This design comes from an exercise in tuning for small area on the open sky130 flow, not from production work.
Function was checked by simulation only, so behaviour that the tests miss may differ from the original.
The clock port is modelled as an ideal driver; clocking choices that lean on that would not hold on a real chip.
Power figures rest on the tool's default switching activity, not on a simulated workload.

before:
==> module rgblcd_top, before the edit <==
module rgblcd_top (
        input           clk,
        input           rst_n,
        output [4:0]    LCD_R,
        output [5:0]    LCD_G,
        output [4:0]    LCD_B,
        output          lcd_de,
        output          lcd_hsync,
        output          lcd_vsync,
        output          lcd_bl
    );
    localparam [17:0] R_START  = 18'b101001010110111110;
    localparam [17:0] R_END_LO = 18'b011100001011111111;
    localparam [17:0] R_END_HI = 18'b010100101011011111;
    localparam [17:0] R_JUMP   = 18'b000000010010000000;
    localparam [17:0] RS_P = 18'b101001010110111110;
    reg         bl;
    reg  [17:0] rs_q;
    wire [17:0] rs = rs_q ^ RS_P;
    wire r_end = (rs == (bl ? R_END_HI : R_END_LO));
    wire r_fb  = ~(rs[17] ^ rs[6]);
    always @(posedge clk or negedge rst_n) begin
        if (!rst_n) begin
            bl <= 1'b0;
            rs_q <= R_START ^ RS_P;
        end else begin
            bl <= bl ^ r_end;
            rs_q <= RS_P ^ {rs[16:0], r_fb} ^ ((r_end & ~bl) ? R_JUMP : 18'd0);
        end
    end
    assign lcd_bl = bl;
    wire [3:0] xhi;
    wire [6:0] xlo;
    wire [9:0] y;
    lcd_ctrl #(
        .XHI_P (4'd10),
        .XLO_P (7'd10),
        .Y_P   (10'd493)
    ) lcd_ctrl_inst (
        .clk   (clk),
        .rst_n (rst_n),
        .xhi   (xhi),
        .xlo   (xlo),
        .y     (y),
        .de    (lcd_de),
        .hs    (lcd_hsync),
        .vs    (lcd_vsync)
    );
    lcd_data #(
        .PH_P  (3'd7),
        .S_P   (20'b10001111111110000001),
        .ACC_P (18'd0)
    ) lcd_data_inst (
        .clk   (clk),
        .rst_n (rst_n),
        .xhi   (xhi),
        .x0    (xlo[0]),
        .y     (y),
        .de    (lcd_de),
        .r     (LCD_R),
        .g     (LCD_G),
        .b     (LCD_B)
    );
endmodule
Settings: LEC_CHECK=0, ABC_AREA=1, CAP_MARGIN=20, CORE_MARGIN=2, CORE_UTILIZATION=40, SLEW_MARGIN=20; clock period 10.0 ns.
standard.sh (not shown) runs the stock make flow with config.mk's settings and CLKGATE_MAP_FILE= SYNTH_SCRIPT=/design/flow/synth_recipe.tcl, a recipe that flattens the netlist after the stock synthesis.
==> flow/flow/run.sh <==
#!/bin/bash
# Standard ORFS layout, with three changes to how cells are chosen:
#  - synthesis maps logic without the full/half-adder extraction, with
#    several area-oriented ABC recipes (abc_recipe_*.script here), keeping
#    the smallest result (abc_best.tcl);
#  - input and output ports are buffered with buf_1;
#  - clock tree synthesis uses no dummy loads, and afterwards each clock
#    buffer is made as small as the clock pins' slew allows (cts_down.tcl).
set -euo pipefail
W=$PWD
rm -rf "$W/scripts_mod"
cp -r "$FLOW_HOME/scripts" "$W/scripts_mod"
sed -i 's|^\( *\)log_cmd abc {\*}\$abc_args$|\1source $::env(FLOW_WORK)/flow/abc_best.tcl|' "$W/scripts_mod/synth.tcl"
grep -q 'abc_best.tcl' "$W/scripts_mod/synth.tcl"
export SCRIPTS_DIR="$W/scripts_mod"
export FLOW_WORK="$W"
export ADDER_MAP_FILE=
export BUFFER_PORTS_ARGS="-buffer_cell sky130_fd_sc_hd__buf_1"
export CTS_ARGS="-sink_clustering_enable -repair_clock_nets -dont_use_dummy_load -buf_list {sky130_fd_sc_hd__clkbuf_8}"
export POST_CTS_TCL="$W/flow/cts_down.tcl"
bash standard.sh > "$W/standard.log" 2>&1
Other scripts of this flow, unchanged in this note and not shown: flow/flow/abc_best.tcl, flow/flow/abc_recipe_1.script, flow/flow/abc_recipe_3.script, flow/flow/abc_recipe_4.script, flow/flow/cts_down.tcl
The following lists how after was set up differently from before:
--- a/flow/design.v
+++ b/flow/design.v
@@ -199,27 +199,26 @@
         output          lcd_bl
     );
-    localparam [17:0] R_START  = 18'b101001010110111110;
-    localparam [17:0] R_END_LO = 18'b011100001011111111;
-    localparam [17:0] R_END_HI = 18'b010100101011011111;
-    localparam [17:0] R_JUMP   = 18'b000000010010000000;
-    localparam [17:0] RS_P = 18'b101001010110111110;
-    reg         bl;
-    reg  [17:0] rs_q;
-    wire [17:0] rs = rs_q ^ RS_P;
-    wire r_end = (rs == (bl ? R_END_HI : R_END_LO));
-    wire r_fb  = ~(rs[17] ^ rs[6]);
-    always @(posedge clk or negedge rst_n) begin
-        if (!rst_n) begin
-            bl <= 1'b0;
-            rs_q <= R_START ^ RS_P;
-        end else begin
-            bl <= bl ^ r_end;
-            rs_q <= RS_P ^ {rs[16:0], r_fb} ^ ((r_end & ~bl) ? R_JUMP : 18'd0);
-        end
-    end
-    assign lcd_bl = bl;
     wire [3:0] xhi;
     wire [6:0] xlo;
     wire [9:0] y;
+    localparam [16:0] R_START = 17'b01100000010000100;
+    localparam [16:0] R_RISE  = 17'b10011000011001110;   
+    localparam [16:0] R_END   = 17'b10110000001001010;   
+    localparam [16:0] R_JUMP  = 17'b00000000000010001;
+    reg         bl;
+    reg  [16:0] rs;
+    wire r_end  = (rs == R_END);
+    wire r_rise = (rs == R_RISE);
+    wire r_fb   = ~(rs[16] ^ rs[13]);
+    always @(posedge clk or negedge rst_n) begin
+        if (!rst_n) begin
+            bl <= 1'b0;
+            rs <= R_START;
+        end else begin
+            bl <= (r_rise & ~xlo[0]) | (bl & ~(r_end & xlo[0]));
+            rs <= {rs[15:0], r_fb} ^ (r_end ? R_JUMP : 17'd0);
+        end
+    end
+    assign lcd_bl = bl;
     lcd_ctrl #(
         .XHI_P (4'd10),
==> comparison <==
Higher flip-flop and latch share of the layout cell area among after and before: after. after vs. before: instance count on the critical path went up by 1. before → after: multi-input gate count picked up an extra 0.47%; register-to-register path setup slack climbed 0.10 ns; share of cell area taken by multi-input logic gates now larger. Diff before -> after: wire length of the first global-routing pass went up about 1.7%; non-clock buffer count went down 1. before was larger in final cell area than after. Fraction of the mapped netlist area in compound gates: after vs before up 0.41 points. Routing usage on met3: after vs before up 1.9 points. Looking only at number of cells in the design after placement, and setting everything else aside, the lower value of after and before goes to after. Total power draw, after and before: smaller value in after. Compared to before, after has layout buffering overhead excluding clock cells 0.15 points lower. after vs before, area occupied by registers went down by 1.0%.

afterwards: timing with drivers on the ports:
The flow's constraints put no driver on any port. The routed layouts listed below were extracted and timed again, unchanged, in two steps. Step 1 assumes that a clkbuf_16 drives the clock port and a buf_2 every other input. Step 2 adds t to the input delays and takes it off the output delays; t is the mean of the earliest and latest rising clock arrival at the registers after step 1. Input paths then give back, and output paths get back, about the clock's delay inside the block. Slacks: ideal ports / drivers / drivers and shift; pairs: ideal ports / drivers.
run | t, ns | setup slack, ns | latest minus earliest clock arrival (ns) | worst data-port slew with drivers (ns) | cell pins on the clock port's net
before | 0.421 | 4.885 / 4.857 / 5.279 | 0.025 / 0.025 | 0.03 | 1
after | 0.414 | 4.882 / 4.856 / 5.270 | 0.032 / 0.032 | 0.03 | 1
After both steps every run listed still meets setup and hold.
